Context: an optimization exercise on an open-source flow, tuned for small area, a short achievable clock period and few clock cycles. The choices shown serve that exercise and are no tape-out recipe.
At most, simulation tests tie the RTL to the original design; equivalence was not proved.
Power and IR drop assume default switching activity.

==> inputs of v27 <==
## top_level
module top_level #(
    parameter WIDTH=8,
    parameter WAYS=4,
    parameter TOTAL_SIZE=16,
    parameter RAM_DEPTH=256
) (
    input  logic clk, rst, we, re,
    input  logic [$clog2(RAM_DEPTH)-1:0] addr,
    input  logic [WIDTH-1:0] data_in,
    output logic done, op_in_progress,
    output logic [WIDTH-1:0] data_out
);
    logic [RAM_DEPTH-1:0][WIDTH-1:0] mem;
    logic [RAM_DEPTH-1:0] valid;
    logic done_r, wr_pend;
    logic [$clog2(RAM_DEPTH)-1:0] waddr_r;
    logic [WIDTH-1:0] wdata_r, dout_r;
    always_ff @(posedge clk or posedge rst) begin
        if (rst) begin
            done_r  <= 1'b0;
            wr_pend <= 1'b0;
            dout_r  <= '0;
        end else begin
            done_r  <= re | we;
            wr_pend <= we;
            dout_r  <= (re && valid[addr]) ? mem[addr] : '0;
        end
    end
    always_ff @(posedge clk) begin
        waddr_r <= addr;
        wdata_r <= data_in;
    end
    always_ff @(posedge clk or posedge rst) begin
        if (rst) valid <= '0;
        else if (wr_pend) valid[waddr_r] <= 1'b1;
    end
    always_ff @(posedge clk) begin
        if (wr_pend) mem[waddr_r] <= wdata_r;
    end
    assign done = done_r;
    assign op_in_progress = done_r;
    assign data_out = dout_r;
endmodule
==> module top_level, before the edit <==
module top_level #(
    parameter WIDTH=8,
    parameter WAYS=4,
    parameter TOTAL_SIZE=16,
    parameter RAM_DEPTH=256
) (
    input  logic clk, rst, we, re,
    input  logic [$clog2(RAM_DEPTH)-1:0] addr,
    input  logic [WIDTH-1:0] data_in,
    output logic done, op_in_progress,
    output logic [WIDTH-1:0] data_out
);
    logic [RAM_DEPTH-1:0][WIDTH-1:0] mem;
    logic [RAM_DEPTH-1:0] valid;
    logic done_r, wr_pend;
    logic [$clog2(RAM_DEPTH)-1:0] waddr_r;
    logic [WIDTH-1:0] wdata_r, dout_r;
    always_ff @(posedge clk or posedge rst) begin
        if (rst) begin
            done_r  <= 1'b0;
            wr_pend <= 1'b0;
            dout_r  <= '0;
        end else begin
            done_r  <= re | we;
            wr_pend <= we;
            dout_r  <= (re && valid[addr]) ? mem[addr] : '0;
        end
    end
    always_ff @(posedge clk) begin
        waddr_r <= addr;
        wdata_r <= data_in;
    end
    always_ff @(posedge clk or posedge rst) begin
        if (rst) valid <= '0;
        else if (wr_pend) valid[waddr_r] <= 1'b1;
    end
    always_ff @(posedge clk) begin
        if (wr_pend) mem[waddr_r] <= wdata_r;
    end
    assign done = done_r;
    assign op_in_progress = done_r;
    assign data_out = dout_r;
endmodule
==> flow/config.mk <==
export PLATFORM = sky130hd
export DESIGN_NAME = top_level
export DESIGN_NICKNAME = top_level
export VERILOG_FILES = /design/flow/design.v
export SDC_FILE = /design/flow/constraint.sdc
export NUM_CORES = 4
export LEC_CHECK = 0
export CAP_MARGIN = 20
export CORE_MARGIN = 2
export CORE_UTILIZATION = 40
export SLEW_MARGIN = 40
==> flow/constraint.sdc <==
create_clock -name core_clock -period 7.0 [get_ports {clk}]
set_input_delay 1.4000 -clock core_clock [delete_from_list [all_inputs] [get_ports {clk}]]
set_output_delay 1.4000 -clock core_clock [all_outputs]
set_load 0.01 [all_outputs]
run.sh (not shown) runs the stock make flow with config.mk's settings and CLKGATE_MAP_FILE= SYNTH_SCRIPT=/design/flow/synth_recipe.tcl, a recipe that flattens the netlist after the stock synthesis.
==> v38 (differences from v27) <==
==> flow/design.v (replaced) <==
module top_level #(
    parameter WIDTH=8,
    parameter WAYS=4,
    parameter TOTAL_SIZE=16,
    parameter RAM_DEPTH=256
) (
    input  logic clk, rst, we, re,
    input  logic [$clog2(RAM_DEPTH)-1:0] addr,
    input  logic [WIDTH-1:0] data_in,
    output logic done, op_in_progress,
    output logic [WIDTH-1:0] data_out
);
    logic [RAM_DEPTH-1:0][WIDTH-1:0] mem;
    logic done_r;
    logic [WIDTH-1:0] dout_r;
    logic clr;
    always_ff @(posedge clk or posedge rst) begin
        if (rst) done_r <= 1'b0;
        else     done_r <= re | we;
    end
    always_ff @(posedge clk or posedge rst) begin
        if (rst) clr <= 1'b1;
        else     clr <= 1'b0;
    end
    logic [RAM_DEPTH-1:0] sel;
    always_comb begin
        for (int i = 0; i < RAM_DEPTH; i++)
            sel[i] = (addr == i);
    end
    always_ff @(posedge clk) begin
        dout_r <= re ? mem[addr] : '0;
    end
    logic [WIDTH-1:0] wdata;
    assign wdata = clr ? '0 : data_in;
    for (genvar i = 0; i < RAM_DEPTH; i++) begin : row
        always_ff @(posedge clk) begin
            if (clr || (we && sel[i])) mem[i] <= wdata;
        end
    end
    assign done = done_r;
    assign op_in_progress = done_r;
    assign data_out = dout_r;
endmodule
Settings changed: CORE_UTILIZATION 40 to 55, SETUP_SLACK_MARGIN set to 4.0.
==> v39 (differences from v27) <==
==> flow/design.v (replaced) <==
module andor8 #(parameter W = 8) (
    input  logic [7:0][W-1:0] d,
    input  logic [7:0] s,
    output logic [W-1:0] y
);
    always_comb begin
        y = '0;
        for (int k = 0; k < 8; k++) y |= d[k] & {W{s[k]}};
    end
endmodule
module dec4 (
    input  logic [3:0] a,
    output logic [15:0] y
);
    for (genvar k = 0; k < 16; k++) begin : d
        assign y[k] = (a == k);
    end
endmodule
module oai21w #(parameter W = 8) (
    input  logic [W-1:0] a, b,
    input  logic s,
    output logic [W-1:0] y
);
    assign y = ~((a | b) & {W{s}});
endmodule
module nor2g (input logic a, b, output logic y);
    assign y = ~(a | b);
endmodule
module nand4w #(parameter W = 8) (
    input  logic [W-1:0] a, b, c, d,
    output logic [W-1:0] y
);
    assign y = ~(a & b & c & d);
endmodule
module top_level #(
    parameter WIDTH=8,
    parameter WAYS=4,
    parameter TOTAL_SIZE=16,
    parameter RAM_DEPTH=256
) (
    input  logic clk, rst, we, re,
    input  logic [$clog2(RAM_DEPTH)-1:0] addr,
    input  logic [WIDTH-1:0] data_in,
    output logic done, op_in_progress,
    output logic [WIDTH-1:0] data_out
);
    logic [RAM_DEPTH-1:0][WIDTH-1:0] mem;
    logic done_r, wr_pend, clr;
    logic [$clog2(RAM_DEPTH)-1:0] waddr_r;
    logic [WIDTH-1:0] wdata_r, lo_rn, hi_rn;
    always_ff @(posedge clk or posedge rst) begin
        if (rst) begin
            done_r  <= 1'b0;
            wr_pend <= 1'b0;
            clr     <= 1'b1;
        end else begin
            done_r  <= re | we;
            wr_pend <= we;
            clr     <= 1'b0;
        end
    end
    always_ff @(posedge clk) begin
        waddr_r <= addr;
        wdata_r <= data_in;
    end
    logic [3:0][15:0] lo1h;
    logic [15:0] hi1h;
    for (genvar q = 0; q < 4; q++) begin : rdec
        dec4 lo (.a(addr[3:0]), .y(lo1h[q]));
    end
    dec4 rdec_hi (.a(addr[7:4]), .y(hi1h));
    logic [31:0][WIDTH-1:0] t1;    
    logic [15:0][WIDTH-1:0] t2;    
    logic [3:0][WIDTH-1:0]  t3;    
    for (genvar i = 0; i < 32; i++) begin : l1
        andor8 #(.W(WIDTH)) g (.d(mem[8*i+7:8*i]), .s(lo1h[i/8][8*(i%2)+7:8*(i%2)]), .y(t1[i]));
    end
    for (genvar i = 0; i < 16; i++) begin : l2
        oai21w #(.W(WIDTH)) g (.a(t1[2*i]), .b(t1[2*i+1]), .s(hi1h[i]), .y(t2[i]));
    end
    for (genvar i = 0; i < 4; i++) begin : l3
        nand4w #(.W(WIDTH)) g (.a(t2[4*i]), .b(t2[4*i+1]), .c(t2[4*i+2]), .d(t2[4*i+3]), .y(t3[i]));
    end
    always_ff @(posedge clk) begin
        lo_rn <= ~(re ? (t3[0] | t3[1]) : '0);
        hi_rn <= ~(re ? (t3[2] | t3[3]) : '0);
    end
    logic [15:0] wlon, whin;
    for (genvar k = 0; k < 16; k++) begin : wdec
        assign wlon[k] = ~(clr || (wr_pend && waddr_r[3:0] == k));
        assign whin[k] = ~(clr || waddr_r[7:4] == k);
    end
    logic [RAM_DEPTH-1:0] wen;
    logic [WIDTH-1:0] wdata;
    assign wdata = clr ? '0 : wdata_r;
    for (genvar i = 0; i < RAM_DEPTH; i++) begin : row
        nor2g w (.a(wlon[i % 16]), .b(whin[i / 16]), .y(wen[i]));
        always_ff @(posedge clk) begin
            if (wen[i]) mem[i] <= wdata;
        end
    end
    assign done = done_r;
    assign op_in_progress = done_r;
    assign data_out = ~(lo_rn & hi_rn);
endmodule
Settings changed: CORE_UTILIZATION 40 to 65, CTS_CLUSTER_DIAMETER set to 60, CTS_CLUSTER_SIZE set to 25, SETUP_SLACK_MARGIN set to 4.4, SYNTH_HIERARCHICAL set to 1.
==> v23 (differences from v27) <==
==> flow/design.v (replaced) <==
module andor8 #(parameter W = 8) (
    input  logic [7:0][W-1:0] d,
    input  logic [7:0] s,
    output logic [W-1:0] y
);
    always_comb begin
        y = '0;
        for (int k = 0; k < 8; k++) y |= d[k] & {W{s[k]}};
    end
endmodule
module oai21w #(parameter W = 8) (
    input  logic [W-1:0] a, b,
    input  logic s,
    output logic [W-1:0] y
);
    assign y = ~((a | b) & {W{s}});
endmodule
module nor2g (input logic a, b, output logic y);
    assign y = ~(a | b);
endmodule
module nand4w #(parameter W = 8) (
    input  logic [W-1:0] a, b, c, d,
    output logic [W-1:0] y
);
    assign y = ~(a & b & c & d);
endmodule
module top_level #(
    parameter WIDTH=8,
    parameter WAYS=4,
    parameter TOTAL_SIZE=16,
    parameter RAM_DEPTH=256
) (
    input  logic clk, rst, we, re,
    input  logic [$clog2(RAM_DEPTH)-1:0] addr,
    input  logic [WIDTH-1:0] data_in,
    output logic done, op_in_progress,
    output logic [WIDTH-1:0] data_out
);
    logic [RAM_DEPTH-1:0][WIDTH-1:0] mem;
    logic done_r, wr_pend, clr;
    logic [$clog2(RAM_DEPTH)-1:0] waddr_r;
    logic [WIDTH-1:0] wdata_r;
    logic [3:0][WIDTH-1:0] part_rn;
    always_ff @(posedge clk or posedge rst) begin
        if (rst) begin
            done_r  <= 1'b0;
            wr_pend <= 1'b0;
            clr     <= 1'b1;
        end else begin
            done_r  <= re | we;
            wr_pend <= we;
            clr     <= 1'b0;
        end
    end
    always_ff @(posedge clk) begin
        waddr_r <= addr;
        wdata_r <= data_in;
    end
    logic [15:0] lo1h, hi1h;
    for (genvar k = 0; k < 16; k++) begin : rdec
        assign lo1h[k] = (addr[3:0] == k);
        assign hi1h[k] = (addr[7:4] == k);
    end
    logic [31:0][WIDTH-1:0] t1;    
    logic [15:0][WIDTH-1:0] t2;    
    logic [3:0][WIDTH-1:0]  t3;    
    for (genvar i = 0; i < 32; i++) begin : l1
        andor8 #(.W(WIDTH)) g (.d(mem[8*i+7:8*i]), .s(lo1h[8*(i%2)+7:8*(i%2)]), .y(t1[i]));
    end
    for (genvar i = 0; i < 16; i++) begin : l2
        oai21w #(.W(WIDTH)) g (.a(t1[2*i]), .b(t1[2*i+1]), .s(hi1h[i]), .y(t2[i]));
    end
    for (genvar i = 0; i < 4; i++) begin : l3
        nand4w #(.W(WIDTH)) g (.a(t2[4*i]), .b(t2[4*i+1]), .c(t2[4*i+2]), .d(t2[4*i+3]), .y(t3[i]));
    end
    always_ff @(posedge clk) begin
        for (int q = 0; q < 4; q++) part_rn[q] <= ~(t3[q] & {WIDTH{re}});
    end
    logic [15:0] wlon, whin;
    for (genvar k = 0; k < 16; k++) begin : wdec
        assign wlon[k] = ~(clr || (wr_pend && waddr_r[3:0] == k));
        assign whin[k] = ~(clr || waddr_r[7:4] == k);
    end
    logic [RAM_DEPTH-1:0] wen;
    logic [WIDTH-1:0] wdata;
    assign wdata = clr ? '0 : wdata_r;
    for (genvar i = 0; i < RAM_DEPTH; i++) begin : row
        nor2g w (.a(wlon[i % 16]), .b(whin[i / 16]), .y(wen[i]));
        always_ff @(posedge clk) begin
            if (wen[i]) mem[i] <= wdata;
        end
    end
    assign done = done_r;
    assign op_in_progress = done_r;
    assign data_out = ~(part_rn[0] & part_rn[1] & part_rn[2] & part_rn[3]);
endmodule
Settings changed: CORE_UTILIZATION 40 to 65, CTS_CLUSTER_DIAMETER set to 60, CTS_CLUSTER_SIZE set to 25, SETUP_SLACK_MARGIN set to 4.4, SYNTH_HIERARCHICAL set to 1.
==> summary of the runs <==
Of v23 and v27, v27 has the higher via count (gap about 33%, measured against v27).
Against v38, the synthesized area of v27 is higher by about 43%.
Global-route usage, highest first: v23, v39, v38, v27.
Wire length: v39 < v38 < v23 < v27.
Final area: v27 is larger than v38 (38%).
Die area: v23 < v39 < v38 < v27.
Against v39, the register-to-register slack of v27 is worse by 2.3 ns.
Against v38, the utilization of v27 is lower by 19 points.
Sequential share of layout area: v23 > v39 > v38 > v27.
Against v39, the cell count of v38 is higher by 4.6%.
The highest total power belongs to v27, the lowest to v23.
==> figures <==
quantity	v23	v27	v38	v39
Result of the run	timing/DRC/antenna clean	timing/DRC/antenna clean	timing/DRC/antenna clean	timing/DRC/antenna clean
Metal-1 WL	80,500 µm	154,000 µm	88,500 µm	78,700 µm
Crit path time final	3.03 ns	4.85 ns	3.30 ns	2.89 ns
Final instance area	87,900 µm²	130,000 µm²	94,600 µm²	87,900 µm²
Simple-gate share of the synthesized area	4.40%	3.56%	1.89%	5.42%
Synthesis-to-finish area growth	16.7%	11.7%	16.0%	15.3%
Number of clock buffers in the layout	153	347	259	147
Syn_nets	4,220	6,972	3,985	4,244
Number of antenna violations at the first check in global routing	10	13	14	5
Yosys top cell area share	81.6%	52.7%	75.4%	80.7%
Non-clock inverter total of the final layout	1	12	4	1
WL/cell	40.8 µm	32.9 µm	35.5 µm	35.4 µm
Power share of the combinational group	6.9%	9.6%	8.2%	6.8%
Buf/Inv on CP	1	1	4	4
Master of the slowest instance on the critical path	sky130_fd_sc_hd__dfxtp_4	sky130_fd_sc_hd__nor2_2	sky130_fd_sc_hd__nor3_2	sky130_fd_sc_hd__nand4_1
Final cell count without fillers	6,003	11,000	6,251	5,978
Required time of the critical path	5.60 ns	7.64 ns	7.70 ns	7.70 ns
Crit path to	data_out[4]	mem[785]	dout_r[4]	lo_rn[6]
Number of tap cells inserted	1,512	3,900	1,930	1,524
Worst-case setup slack after placement	2.29 ns	1.80 ns	1.74 ns	2.14 ns
Post-Synthesis Mean Instance Area	17.9 µm²	16.8 µm²	20.6 µm²	18.0 µm²
Core area	115,000 µm²	291,000 µm²	147,000 µm²	116,000 µm²
Fraction of standard cell area in multi-input logic	15.7%	35.3%	21.2%	17.0%
Testbench counts of v39, summed over its fixed seeds: cycles 24,000.
Testbench counts of v23, summed over its fixed seeds: cycles 24,000.
No functional check of the RTL was part of v27 and v38.

[port drivers added, routing unchanged]
In the flow no input, the clock included, has a driving cell. The finished layouts below were timed again as built, in two steps. Step 1 (the two cells are an assumption about what drives the block):
set clk [get_ports {clk}]
set_driving_cell -lib_cell sky130_fd_sc_hd__clkbuf_16 $clk
set_driving_cell -lib_cell sky130_fd_sc_hd__buf_2 [delete_from_list [all_inputs] $clk]
Step 2 times the ports against the registers' clock, not the clock port: input delays grow and output delays shrink by t, the midpoint of the rising clock arrivals with the driver on. Three values: ideal, step 1, step 2; two values: the first two.
run | shift t [ns] | slack for setup (ns) | hold slack, ns
v27 | 1.001 | 2.150 / 2.150 / 1.669 | 0.451 / 0.451 / 0.451
v38 | 0.893 | 3.705 / 3.528 / 2.636 | 0.720 / 0.660 / 1.022
v39 | 0.861 | 4.108 / 3.808 / 2.948 | 0.662 / 0.662 / 0.662
v23 | 0.833 | 3.965 / 3.890 / 3.297 | 0.667 / 0.667 / 0.667
After both steps every run listed still meets setup and hold. For v39, which loses most, drivers alone change the setup slack by -0.300 ns; drivers and shift together by -1.160 ns.
